This is an optimization exercise on Yosys and OpenROAD, whose aim is small area and a short achievable clock period, not a production implementation.
In this exercise RTL edits were held to simulation tests only and were not proved equivalent to the original.

--- flow/design.v ---
`timescale 1ns/1ps
module dit_fft_8 (
    input [15:0] in0_r, in1_r, in2_r, in3_r, in4_r, in5_r, in6_r, in7_r,
    input [15:0] in0_i, in1_i, in2_i, in3_i, in4_i, in5_i, in6_i, in7_i,
    input clk, RST_N, write, start,
    output [15:0] out0_r, out1_r, out2_r, out3_r, out4_r, out5_r, out6_r, out7_r,
    output [15:0] out0_i, out1_i, out2_i, out3_i, out4_i, out5_i, out6_i, out7_i,
    output ready
);
    reg  [15:0] xa_r [0:3];
    reg  [15:0] xa_i [0:3];
    reg  [14:0] ps_sum [0:3];
    reg  [14:0] ps_dif [0:3];
    reg         ps_sx [0:3];
    reg         ps_ds [0:3];
    reg         ps_eq [0:3];
    reg  [2:0]  w;              
    reg  [15:0] b_r [0:7];
    reg  [15:0] b_i [0:7];
    reg  [15:0] c_r [0:7];      
    reg  [15:0] c_i [0:7];
    reg  [7:0]  kl [0:3];
    reg         kc [0:3];
    reg  [6:0]  kh0 [0:3];
    reg  [6:0]  kh1 [0:3];
    reg  [15:0] d_r [0:7];
    reg  [15:0] d_i [0:7];
    reg  [15:0] o_r [0:7];
    reg  [15:0] o_i [0:7];
    reg  [3:0]  rdy;
    wire [14:0] n_sum [0:3];
    wire [14:0] n_dif [0:3];
    wire        n_sx [0:3];
    wire        n_ds [0:3];
    wire        n_eq [0:3];
    wire [15:0] a_r [0:7];      
    wire [15:0] a_i [0:7];
    wire [15:0] s1_r [0:3];
    wire [15:0] s1_i [0:3];
    wire [15:0] s2_r [0:7];
    wire [15:0] s2_i [0:7];
    wire [7:0]  n_kl [0:3];
    wire        n_kc [0:3];
    wire [6:0]  n_kh0 [0:3];
    wire [6:0]  n_kh1 [0:3];
    wire [14:0] kv [0:3];
    wire [15:0] tw_r [0:7];
    wire [15:0] tw_i [0:7];
    wire [15:0] s3_r [0:7];
    wire [15:0] s3_i [0:7];
    integer k;
    always @(posedge clk) begin
        xa_r[0] <= in0_r; xa_r[1] <= in4_r; xa_r[2] <= in2_r; xa_r[3] <= in6_r;
        xa_i[0] <= in0_i; xa_i[1] <= in4_i; xa_i[2] <= in2_i; xa_i[3] <= in6_i;
        w <= {w[1:0], write & RST_N};
        for (k = 0; k < 4; k = k + 1) begin
            ps_sum[k]  <= n_sum[k];
            ps_dif[k]  <= n_dif[k];
            ps_sx[k]   <= n_sx[k];
            ps_ds[k]   <= n_ds[k];
            ps_eq[k]   <= n_eq[k];
            b_r[k]     <= s1_r[k];
            b_i[k]     <= s1_i[k];
            b_r[k+4]   <= s2_r[k+4];
            b_i[k+4]   <= s2_i[k+4];
            c_r[k]     <= s2_r[k];
            c_i[k]     <= s2_i[k];
            kl[k]      <= n_kl[k];
            kc[k]      <= n_kc[k];
            kh0[k]     <= n_kh0[k];
            kh1[k]     <= n_kh1[k];
        end
        for (k = 4; k < 8; k = k + 1) begin
            c_r[k] <= b_r[k];
            c_i[k] <= b_i[k];
        end
        for (k = 0; k < 8; k = k + 1) begin
            if (w[2]) begin
                d_r[k] <= tw_r[k];
                d_i[k] <= tw_i[k];
            end
            o_r[k] <= s3_r[k];
            o_i[k] <= s3_i[k];
        end
        if (RST_N == 1'b0)
            rdy <= 4'b0000;
        else
            rdy <= {rdy[2:0], start};
    end
    assign ready = rdy[3];
    bfly u10r (xa_r[0], xa_r[1], s1_r[0], s1_r[1]);
    bfly u10i (xa_i[0], xa_i[1], s1_i[0], s1_i[1]);
    bfly u11r (xa_r[2], xa_r[3], s1_r[2], s1_r[3]);
    bfly u11i (xa_i[2], xa_i[3], s1_i[2], s1_i[3]);
    assign a_r[0] = b_r[0]; assign a_r[1] = b_r[1]; assign a_r[2] = b_r[2]; assign a_r[3] = b_r[3];
    assign a_i[0] = b_i[0]; assign a_i[1] = b_i[1]; assign a_i[2] = b_i[2]; assign a_i[3] = b_i[3];
    bfly_ops u12r (in1_r, in5_r, n_sum[0], n_dif[0], n_sx[0], n_ds[0], n_eq[0]);
    bfly_ops u12i (in1_i, in5_i, n_sum[1], n_dif[1], n_sx[1], n_ds[1], n_eq[1]);
    bfly_ops u13r (in3_r, in7_r, n_sum[2], n_dif[2], n_sx[2], n_ds[2], n_eq[2]);
    bfly_ops u13i (in3_i, in7_i, n_sum[3], n_dif[3], n_sx[3], n_ds[3], n_eq[3]);
    bfly_swap v12r (ps_sum[0], ps_dif[0], ps_sx[0], ps_ds[0], ps_eq[0], a_r[4], a_r[5]);
    bfly_swap v12i (ps_sum[1], ps_dif[1], ps_sx[1], ps_ds[1], ps_eq[1], a_i[4], a_i[5]);
    bfly_swap v13r (ps_sum[2], ps_dif[2], ps_sx[2], ps_ds[2], ps_eq[2], a_r[6], a_r[7]);
    bfly_swap v13i (ps_sum[3], ps_dif[3], ps_sx[3], ps_ds[3], ps_eq[3], a_i[6], a_i[7]);
    bfly u20a (a_r[0], a_r[2], s2_r[0], s2_r[2]);
    bfly u20b (a_i[0], a_i[2], s2_i[0], s2_i[2]);
    bfly u20c (a_r[1], a_i[3], s2_r[1], s2_r[3]);
    bfly u20d (a_i[1], a_r[3], s2_i[3], s2_i[1]);
    bfly u21a (a_r[4], a_r[6], s2_r[4], s2_r[6]);
    bfly u21b (a_i[4], a_i[6], s2_i[4], s2_i[6]);
    bfly u21c (a_r[5], a_i[7], s2_r[5], s2_r[7]);
    bfly u21d (a_i[5], a_r[7], s2_i[7], s2_i[5]);
    twk ukfr (b_r[5][14:0], n_kl[0], n_kc[0], n_kh0[0], n_kh1[0]);
    twk ukfi (b_i[5][14:0], n_kl[1], n_kc[1], n_kh0[1], n_kh1[1]);
    twk ukhr (b_r[7][14:0], n_kl[2], n_kc[2], n_kh0[2], n_kh1[2]);
    twk ukhi (b_i[7][14:0], n_kl[3], n_kc[3], n_kh0[3], n_kh1[3]);
    genvar g;
    generate
        for (g = 0; g < 4; g = g + 1) begin : ksel
            assign kv[g] = {kc[g] ? kh1[g] : kh0[g], kl[g]};
        end
    endgenerate
    bfly ucf ({c_i[5][15], kv[1]}, {c_r[5][15], kv[0]}, tw_r[5], tw_i[5]);
    bfly uch ({~c_r[7][15], kv[2]}, {c_i[7][15], kv[3]}, tw_r[7], tw_i[7]);
    generate
        for (g = 0; g < 8; g = g + 1) begin : pass
            if (g != 5 && g != 7) begin : p
                assign tw_r[g] = c_r[g];
                assign tw_i[g] = c_i[g];
            end
        end
    endgenerate
    bfly u30r (d_r[0], d_r[4], s3_r[0], s3_r[4]);
    bfly u30i (d_i[0], d_i[4], s3_i[0], s3_i[4]);
    bfly u31r (d_r[1], d_r[5], s3_r[1], s3_r[5]);
    bfly u31i (d_i[1], d_i[5], s3_i[1], s3_i[5]);
    bfly u32r (d_r[2], d_i[6], s3_r[2], s3_i[6]);
    bfly u32i (d_i[2], d_r[6], s3_r[6], s3_i[2]);
    bfly u33r (d_r[3], d_r[7], s3_r[3], s3_r[7]);
    bfly u33i (d_i[3], d_i[7], s3_i[3], s3_i[7]);
    assign out0_r = o_r[0]; assign out1_r = o_r[1]; assign out2_r = o_r[2]; assign out3_r = o_r[3];
    assign out4_r = o_r[4]; assign out5_r = o_r[5]; assign out6_r = o_r[6]; assign out7_r = o_r[7];
    assign out0_i = o_i[0]; assign out1_i = o_i[1]; assign out2_i = o_i[2]; assign out3_i = o_i[3];
    assign out4_i = o_i[4]; assign out5_i = o_i[5]; assign out6_i = o_i[6]; assign out7_i = o_i[7];
endmodule
module bfly (input [15:0] x, input [15:0] y, output [15:0] p, output [15:0] m);
    wire [14:0] sum, dif;
    wire        sx, ds, eq;
    bfly_ops  uo (x, y, sum, dif, sx, ds, eq);
    bfly_swap us (sum, dif, sx, ds, eq, p, m);
endmodule
module bfly_ops (input [15:0] x, input [15:0] y, output [14:0] sum, output [14:0] dif,
                 output sx, output ds, output eq);
    wire        sy = y[15];
    wire [14:0] mx = x[14:0];
    wire [14:0] my = y[14:0];
    assign sx = x[15];
    wire [14:0] hp = mx ^ my;
    wire [14:0] hg = mx & my;
    wire [14:0] HG, HP;
    prefix15 ups (hg, hp, HG, HP);
    assign sum = hp ^ {HG[13:0], 1'b0};
    wire [14:0] pp = ~(mx ^ my);
    wire [14:0] gg = mx & ~my;
    wire [14:0] G, P;            
    prefix15 upf (gg, pp, G, P);
    wire [14:0] cin0 = {G[13:0], 1'b0};             
    wire [14:0] cin1 = {G[13:0] | P[13:0], 1'b1};   
    wire        gt  = G[14];
    wire        lt  = ~G[14] & ~P[14];
    assign dif = gt ? (pp ^ cin1) : ~(pp ^ cin0);
    assign ds  = (gt & sx) | (lt & ~sx);
    assign eq  = ~(sx ^ sy);
endmodule
module bfly_swap (input [14:0] sum, input [14:0] dif, input sx, input ds, input eq,
                  output [15:0] p, output [15:0] m);
    assign p = eq ? {sx, sum} : {ds, dif};
    assign m = eq ? {ds, dif} : {sx, sum};
endmodule
module prefix15 (input [14:0] g, input [14:0] p, output [14:0] G, output [14:0] P);
    wire [14:0] g1, p1, g2, p2, g3, p3, g4, p4;
    genvar i;
    generate
        for (i = 0; i < 15; i = i + 1) begin : l1
            if (i % 2 == 1) begin : c
                assign g1[i] = g[i] | (p[i] & g[i-1]);
                assign p1[i] = p[i] & p[i-1];
            end else begin : n
                assign g1[i] = g[i];
                assign p1[i] = p[i];
            end
        end
        for (i = 0; i < 15; i = i + 1) begin : l2
            if (i % 4 >= 2) begin : c
                assign g2[i] = g1[i] | (p1[i] & g1[(i/4)*4+1]);
                assign p2[i] = p1[i] & p1[(i/4)*4+1];
            end else begin : n
                assign g2[i] = g1[i];
                assign p2[i] = p1[i];
            end
        end
        for (i = 0; i < 15; i = i + 1) begin : l3
            if (i % 8 >= 4) begin : c
                assign g3[i] = g2[i] | (p2[i] & g2[(i/8)*8+3]);
                assign p3[i] = p2[i] & p2[(i/8)*8+3];
            end else begin : n
                assign g3[i] = g2[i];
                assign p3[i] = p2[i];
            end
        end
        for (i = 0; i < 15; i = i + 1) begin : l4
            if (i >= 8) begin : c
                assign g4[i] = g3[i] | (p3[i] & g3[7]);
                assign p4[i] = p3[i] & p3[7];
            end else begin : n
                assign g4[i] = g3[i];
                assign p4[i] = p3[i];
            end
        end
    endgenerate
    assign G = g4;
    assign P = p4;
endmodule
module twk (input [14:0] m, output [7:0] lo, output co, output [6:0] hi0, output [6:0] hi1);
    wire [14:0] a = m >> 1;
    wire [14:0] b = m >> 3;
    wire [14:0] c = m >> 4;
    wire [14:0] d = m >> 6;
    wire [14:0] e = m >> 8;
    wire [14:0] f = m >> 14;
    wire [14:0] s1 = a ^ b ^ c;
    wire [14:0] c1 = ((a & b) | (a & c) | (b & c)) << 1;
    wire [14:0] s2 = d ^ e ^ f;
    wire [14:0] c2 = ((d & e) | (d & f) | (e & f)) << 1;
    wire [14:0] s3 = s1 ^ c1 ^ s2;
    wire [14:0] c3 = ((s1 & c1) | (s1 & s2) | (c1 & s2)) << 1;
    wire [14:0] s4 = s3 ^ c3 ^ c2;
    wire [14:0] c4 = ((s3 & c3) | (s3 & c2) | (c3 & c2)) << 1;
    wire [8:0]  l  = s4[7:0] + c4[7:0];
    assign lo = l[7:0];
    assign co = l[8];
    wire [6:0] hp = s4[14:8] ^ c4[14:8];
    wire [6:0] hg = s4[14:8] & c4[14:8];
    wire [6:0] G, P;
    prefix7 upf (hg, hp, G, P);
    assign hi0 = hp ^ {G[5:0], 1'b0};
    assign hi1 = hp ^ {G[5:0] | P[5:0], 1'b1};
endmodule
module prefix7 (input [6:0] g, input [6:0] p, output [6:0] G, output [6:0] P);
    wire [6:0] g1, p1, g2, p2;
    genvar i;
    generate
        for (i = 0; i < 7; i = i + 1) begin : l1
            if (i % 2 == 1) begin : c
                assign g1[i] = g[i] | (p[i] & g[i-1]);
                assign p1[i] = p[i] & p[i-1];
            end else begin : n
                assign g1[i] = g[i];
                assign p1[i] = p[i];
            end
        end
        for (i = 0; i < 7; i = i + 1) begin : l2
            if (i % 4 >= 2) begin : c
                assign g2[i] = g1[i] | (p1[i] & g1[(i/4)*4+1]);
                assign p2[i] = p1[i] & p1[(i/4)*4+1];
            end else begin : n
                assign g2[i] = g1[i];
                assign p2[i] = p1[i];
            end
        end
        for (i = 0; i < 7; i = i + 1) begin : l3
            if (i >= 4) begin : c
                assign G[i] = g2[i] | (p2[i] & g2[3]);
                assign P[i] = p2[i] & p2[3];
            end else begin : n
                assign G[i] = g2[i];
                assign P[i] = p2[i];
            end
        end
    endgenerate
endmodule
--- flow/flow/run.sh ---
#!/bin/bash
# Standard layout, with the resizer's setup repair aimed below the clock period
# so that it works on the paths that set the achieved period, plain buffers on
# the ports, and a clock tree without dummy loads.
set -euo pipefail
bash standard.sh SETUP_SLACK_MARGIN=6.4 "BUFFER_PORTS_ARGS=-buffer_cell sky130_fd_sc_hd__buf_1" \
  "CTS_ARGS=-sink_clustering_enable -repair_clock_nets -sink_clustering_size 24 -sink_clustering_max_diameter 90 -dont_use_dummy_load" \
  finish > standard.log 2>&1
--- flow/standard.sh ---
#!/bin/bash
# synth_recipe.tcl (not shown) runs the flow's synth.tcl, then flattens the netlist and writes it again
# the make line also repeats each setting of config.mk as NAME=value (left out here)
make -C /OpenROAD-flow-scripts/flow DESIGN_CONFIG=/design/flow/config.mk WORK_HOME=/design/flow/orfs CLKGATE_MAP_FILE= SYNTH_SCRIPT=/design/flow/synth_recipe.tcl "${@:-finish}"
--- flow/config.mk ---
export PLATFORM = sky130hd
export DESIGN_NAME = dit_fft_8
export DESIGN_NICKNAME = dit_fft_8
export VERILOG_FILES = /design/flow/design.v
export SDC_FILE = /design/flow/constraint.sdc
export NUM_CORES = 4
export LEC_CHECK = 0
export CAP_MARGIN = 20
export CORE_MARGIN = 2
export CORE_UTILIZATION = 68
export CTS_CLUSTER_DIAMETER = 90
export CTS_CLUSTER_SIZE = 24
export PLACE_DENSITY = 0.78
export SLEW_MARGIN = 20
--- flow/constraint.sdc ---
create_clock -name core_clock -period 10.0 [get_ports {clk}]
set_input_delay 2.0000 -clock core_clock [delete_from_list [all_inputs] [get_ports {clk}]]
set_output_delay 2.0000 -clock core_clock [all_outputs]
set_load 0.01 [all_outputs]
==> results of run 1 <==
==> cell usage in the layout (no fill, tap or decap), types with 70 or more instances in the layout <==
cell          n
a21o_1      132
a21oi_1     642
buf_1       487
buf_4       119
clkbuf_16    70
dfxtp_1    1005
edfxtp_1    248
fa_1        312
ha_1        842
inv_1       989
mux2_2      104
mux2i_1     402
nand2_1     439
nand2b_1     87
nor2_1      555
nor3_1      144
o21ai_0     380
o21bai_1     95
xnor2_1     514
xor2_1      148
==> sequential cells by signal, indices dropped and copies added, names as in the netlist, 28 cells and up <==
| name | cells |
|---|---|
| b_i | 123 |
| b_r | 123 |
| c_i | 95 |
| c_r | 95 |
| d_i | 123 |
| d_r | 125 |
| kh0 | 28 |
| kh1 | 28 |
| kl | 32 |
| o_i | 125 |
| o_r | 123 |
| ps_dif | 60 |
| ps_sum | 56 |
| xa_i | 64 |
| xa_r | 64 |
==> timing repair <==
item	CTS	global route
gates resized for setup	174	219
pin swaps	50	67
setup endpoints to repair	279	320
buffers inserted	51	42
cloned	6	4
==> cell type report <==
class                           count  area [um2]
Inverter                         1013        3870
Clock buffer                       68        1700
Tap cell                         1612        2020
Antenna cell                        6        15.0
Multi-Input combinational cell   5934       50400
Sequential cell                  1287       28300
Timing Repair Buffer              669        3490
Fill cell                        8589       29800
==> worst paths after layout <==
check / from / endpoint / depth (start not counted)
worst max-delay path: in5_r[0] / ps_dif[0][13] / 14
worst min-delay path: b_i[4][13] / c_i[4][13] / 0
worst max register to register: d_i[4][0] / o_i[0][10] / 13
worst min register to register: b_i[4][13] / c_i[4][13] / 0
==> layer usage <==
layer / vias up / GRT usage [%] / share of wire (%)
li1: 29587 / - / -
met1: 29654 / 44.0 / 42
met2: 1924 / 55.3 / 47
met3: 305 / 3.12 / 6.5
met4: 0 / 12.0 / 3.8
met5: - / 0 / 0
==> metrics by stage <==
step / hold slack, ps / instance area (um2) / setup slack (ps) / util [%]
3_3_place_gp: 312 / 85600 / 5140 / 71.5
5_1_grt: 260 / 89900 / 6210 / 75.1
2_1_floorplan: 309 / 82500 / 5880 / -
4_1_cts: 261 / 88500 / 6310 / 74.0
3_5_place_dp: 312 / 85600 / 5060 / 71.5
6_report: 259 / 89900 / 6270 / 75.1
==> cells by family (layout without fill, tap and decap cells) <==
kind of cell               after synthesis  count (layout)  share of synthesized area (%)
xor gates and xnor gates               701             701                           7.50
other                                    0               6                              0
adders and majority gates             1206            1206                           21.5
buffers and inverters                 1359            1750                           6.39
AOI/OAI and AO/OA                     1843            1848                           14.1
and+or+nand+nor                       1633            1633                           9.20
muxes                                  546             546                           6.84
DFF                                   1287            1287                           34.5
==> results.toml, run 1 <==
[worst_setup_path]
critPathArrivalTime_ps = 4260
worst-path-buf-inv = 4
worst_setup_path_end_kind = "flip-flop"
worst-setup-path-type = "input port to flip-flop"
path_delay_family = "compound AO/OA/AOI/OAI gates"
r2r_setup_slack_ps = 6440
cp_slowest_stage_delay_ps = 350
critical_path.cell_chain = "buf_12 -> inv_12 -> ha_4 -> inv_2 -> fa_2 -> nand3b_1 -> a21bo_4 -> a31oi_4 -> o41ai_4 -> buf_4 -> o21a_4 -> a211oi_2 -> a21oi_2 -> xor2_1"
slowest_stage = "fa_2"
critPathRequiredTime_ps = 10530
setup.worst_path.start_class = "input port"
crit_fanout = 7

[global_route]
initial_antenna_violation_count = 19
groute.usage.overall_pct = 32.8
globalRoute.totalOverflow = 0
via_count_of_the_first_global_routing_pass = 58509
grt_pass1_wl_um = 318000
grt_start_max_net_pins = 153

[placed_design]
routabilityCongestion = 0.970
port_buffers = 516
dp.final_hpwl_um = 167000
place_inst = 10411

[timing]
fin_worst_skew_ps = 71.4
report.final.setup_viol = 0
rsz_0062_raised_after_global_routing = "yes"
worstMarginPinSlew_ps = 1120
timing_hold_violations_final = 0
slew_headroom_pct = 22.9
timing.setup.tns_ps = 0
post-route-min-period_ps = 3730
slew_violations = 0
fin_crit_sh_pct = 37.3
fmax_mhz = 268

[die]
floorplan.die.height_um = 351
die_w_um = 351
pin_count = 517
area_of_the_die_um2 = 123000
start_util_pct = 68.4
floorplan.rows = 127
placeable_core_area_um2 = 120000

[routing]
avgRoutedWirePerCell_um = 19.8
drt_drc_violations_left = 0
drt_first_pass_iters = 9
drt_iter0_drc = 4638
routed-via-count = 61470
routed_wl_um = 209000
postRouteAntennaNets = 0
drt-vias-per-instance = 5.81

[synthesis]
sequential_cell_area_fraction_in_the_yosys_report_pct = 34.5
netlist.top_cell.by_area = "dfxtp_1"
synth_top_area_share_pct = 25.4
ys.flop_type = "dfxtp_1"
synth_top_cells_by_count = "dfxtp_1, inv_1, ha_1"
ys.warnings.count = 39
synthesis.instances = 8575
post-synth-top-count-cell = "dfxtp_1"
mappedNetlistNets = 10041
avg_inst_size_synth_um2 = 9.55
asyncSetResetFlopFracSynth_pct = 0
synth-edff-count = 248
postSynthRegisterBits = 1287
synthTopCellsByArea = "dfxtp_1, ha_1, edfxtp_1, fa_1, xnor2_1"
syn_area_um2 = 81900
post_synth_num_cell_types = 90

[min_path]
path_category_of_the_worst_min_delay_check = "flip-flop to flip-flop"

[cells_and_area]
growth_of_design_area_from_synthesis_to_finish_pct = 9.74
final-instance-count-excl-fill = 10589
layout-drive-gt1-share_pct = 8.80
final_nets = 10439

[clock_network]
cts_tree = "built"
cts.htree.levels = 3
clock-root-buffer = "clkbuf_16"
clk-insertion-delay-late_ps = 680
cts_buffer_depth = 3
cts_inserted_buffers = 68
count_of_hold_fix_buffers_inserted_at_cts = 0
cts_num_sinks = 1287
cts.reportedPaths.clkPinSlew_ps = 100

[run_status]
outcome = "complete, no violations"

[job]
maxCapViolations = 0
==> run 2: changes to the inputs <==
==> flow/flow/run.sh (replaced) <==
#!/bin/bash
# Standard layout, with the resizer's setup repair aimed below the clock period
# so that it works on the paths that set the achieved period, plain buffers on
# the ports, and a clock tree without dummy loads.
set -euo pipefail
bash standard.sh SETUP_SLACK_MARGIN=6.3 "BUFFER_PORTS_ARGS=-buffer_cell sky130_fd_sc_hd__buf_1" \
  "CTS_ARGS=-sink_clustering_enable -repair_clock_nets -sink_clustering_size 28 -sink_clustering_max_diameter 95 -dont_use_dummy_load" \
  finish > standard.log 2>&1
--- a/flow/config.mk
+++ b/flow/config.mk
@@ -9,6 +9,6 @@
 export CORE_MARGIN = 2
-export CORE_UTILIZATION = 68
+export CORE_UTILIZATION = 60
 export CTS_CLUSTER_DIAMETER = 90
 export CTS_CLUSTER_SIZE = 24
-export PLACE_DENSITY = 0.78
+export PLACE_DENSITY = 0.7
 export SLEW_MARGIN = 20
==> run 2 against run 1 <==
Effect of this change:
- wire length is 0.82% higher
- register-to-register slack worse by 20 ps
- cell count is 1.1% higher
- global-route usage is 3.4 points lower
- first-iteration DRC count is 12% lower
- synthesized area stayed put
- clock skew is 31 ps higher
- critical path type unchanged
- largest cell class unchanged
==> results.toml, run 2 <==
[run_status]
outcome = "complete, no violations"

[clock_network]
cts_inserted_buffers = 57
cts_tree = "built"
cts.htree.levels = 2
count_of_hold_fix_buffers_inserted_at_cts = 0
clk-insertion-delay-late_ps = 750
clock-root-buffer = "clkbuf_16"
cts.reportedPaths.clkPinSlew_ps = 110
cts_num_sinks = 1287
cts_buffer_depth = 3

[global_route]
initial_antenna_violation_count = 19
globalRoute.totalOverflow = 0
grt_pass1_wl_um = 323000
grt_start_max_net_pins = 156
via_count_of_the_first_global_routing_pass = 57959
groute.usage.overall_pct = 29.4

[cells_and_area]
layout-drive-gt1-share_pct = 7.26
layout_commonest_cell = "dfxtp_1"
filler_cell_count = 11208
final_nets = 10388
growth_of_design_area_from_synthesis_to_finish_pct = 8.37
biggestRegsByFlops = "d_r (125), o_i (125)"
layout_common_cells = "dfxtp_1, inv_1, ha_1"
final-seq-area_um2 = 28300
multi_input_area_um2 = 49900
utilization_pct = 65.5

[synthesis]
synthesis.instances = 8575
synth_top_cells_by_count = "dfxtp_1, inv_1, ha_1"
synth_top_area_share_pct = 25.4
synthTopCellsByArea = "dfxtp_1, ha_1, edfxtp_1, fa_1, xnor2_1"
netlist.top_cell.by_area = "dfxtp_1"
synth-edff-count = 248
mappedNetlistNets = 10041
postSynthRegisterBits = 1287
post_synth_num_cell_types = 90
post-synth-top-count-cell = "dfxtp_1"
ys.flop_type = "dfxtp_1"
ys.warnings.count = 39
asyncSetResetFlopFracSynth_pct = 0
syn_area_um2 = 81900
avg_inst_size_synth_um2 = 9.55
sequential_cell_area_fraction_in_the_yosys_report_pct = 34.5

[timing]
post-route-min-period_ps = 3810
fin_crit_sh_pct = 38.1
timing.setup.tns_ps = 0
report.final.setup_viol = 0
fin_worst_skew_ps = 103
slew_violations = 0
worstMarginPinSlew_ps = 1050
slew_headroom_pct = 27.9
rsz_0062_raised_after_global_routing = "yes"
fmax_mhz = 263
timing_hold_violations_final = 0

[routing]
routed_wl_um = 211000
drt-vias-per-instance = 5.61
postRouteAntennaNets = 0
drt_iter0_drc = 4062
drt_drc_violations_left = 0
routed-via-count = 60074
drt_first_pass_iters = 5
avgRoutedWirePerCell_um = 19.7

[worst_setup_path]
crit_path_frequent_cell = "buf_6"
cp_slowest_stage_delay_ps = 370
setup.worst_path.start_class = "input port"
critPathArrivalTime_ps = 4340
worst_setup_path_end_kind = "flip-flop"
slowest_stage = "fa_2"
worst-setup-path-type = "input port to flip-flop"
critical_path.cell_chain = "buf_12 -> inv_12 -> ha_4 -> inv_2 -> fa_2 -> nand3b_1 -> a21o_1 -> a31oi_4 -> o41ai_4 -> buf_6 -> buf_6 -> o21ai_4 -> mux2i_1 -> xnor2_1"
critPathRequiredTime_ps = 10530
crit_fanout = 5

[die]
placeable_core_area_um2 = 135000
pin_count = 517
area_of_the_die_um2 = 139000
start_util_pct = 60.5
floorplan.rows = 135
die_w_um = 373
floorplan.die.height_um = 373

[placed_design]
dp.final_hpwl_um = 173000
port_buffers = 516
routabilityCongestion = 0.938

[job]
maxCapViolations = 0

[min_path]
path_category_of_the_worst_min_delay_check = "flip-flop to flip-flop"
## run 2: stage by stage
stage / std cells / hold WS (ps) / instance area (um2) / setup WS (ps)
4_1_cts: 10669 / 246 / 87800 / 6150
6_report: 10703 / 251 / 88700 / 6190
3_5_place_dp: 10581 / 312 / 85800 / 5030
3_3_place_gp: 10581 / 310 / 85800 / 5060
5_1_grt: 10701 / 242 / 88700 / 6110
2_1_floorplan: 8575 / 310 / 82500 / 5880
## run 2: area by class of cell
type	count	area share [%]
Multi-Input combinational cell	5934	56.2
Sequential cell	1287	31.9
Inverter	1013	4.36
Timing Repair Buffer	629	3.41
Tap cell	1781	2.51
Clock buffer	57	1.61
Antenna cell	2	0.00564
## run 2: cell families after synthesis
kind of cell / share of synthesized area [%]
flops: 34.5
fa+ha+maj: 21.5
simple gates: 9.20
xor+xnor: 7.50
compound gates: 14.1
buf+inv: 6.39
mux: 6.84
## run 2: timing repair
| item | CTS | global route |
|---|---|---|
| buffers inserted | 26 | 29 |
| gates cloned | 5 | 2 |
| setup endpoints to repair | 251 | 259 |
| pin swaps | 17 | 49 |
| resized for setup | 66 | 185 |
## run 2: worst paths after layout
| check | start | end | slack [ps] | cells past startpoint |
|---|---|---|---|---|
| setup reg to reg | d_i[4][0] | o_i[4][7] | 6420 | 13 |
| setup / recovery | in7_r[0] | ps_dif[2][10] | 6190 | 14 |
| hold reg to reg | b_i[4][9] | c_i[4][9] | 250 | 0 |
| hold / removal | b_i[4][9] | c_i[4][9] | 250 | 0 |
## run 2: per-layer routing
layer / track usage (%) / vias up / share of wire [%]
li1: - / 29470 / -
met1: 39.5 / 28923 / 44
met2: 50.6 / 1429 / 48
met3: 2.80 / 248 / 4.8
met4: 8.39 / 4 / 3.1
met5: 0 / - / 0.012
## run 2: worst max-delay path: cells and delay by family
| kind | cells | cell delay, ps |
|---|---|---|
| AO/OA/AOI/OAI | 4 | 860 |
| adder cells (fa/ha/maj) | 2 | 480 |
| buffers and inverters | 5 | 430 |
| multiplexers | 1 | 280 |
| AND/OR/NAND/NOR | 1 | 190 |
| XOR/XNOR | 1 | 90 |

==> static timing again, ports no longer ideal <==
How much do the figures lean on ideal ports? The routed layouts below were timed once more, with nothing changed but the port constraints.
Step 1: set_driving_cell puts a clkbuf_16 on clk and a buf_2 on each other input, an assumption about the parent block.
Step 2 adds t to the input delays and takes it off the output delays; t is the mean of the earliest and latest rising clock arrival at the registers after step 1. Input paths then give back, and output paths get back, about the clock's delay inside the block.
a / b / c = no drivers / after step 1 / after step 2; a / b = the first two.
| run | t, ns | setup WS [ns] | hold WS [ns] |
|---|---|---|---|
| run 1 | 0.730 | 6.274 / 6.309 / 5.579 | 0.259 / 0.259 / 0.259 |
| run 2 | 0.784 | 6.193 / 6.232 / 5.447 | 0.251 / 0.251 / 0.251 |
After both steps setup and hold are still met in every run listed. For run 2, which loses most, drivers alone change the setup slack by +0.039 ns; drivers and shift together by -0.746 ns.
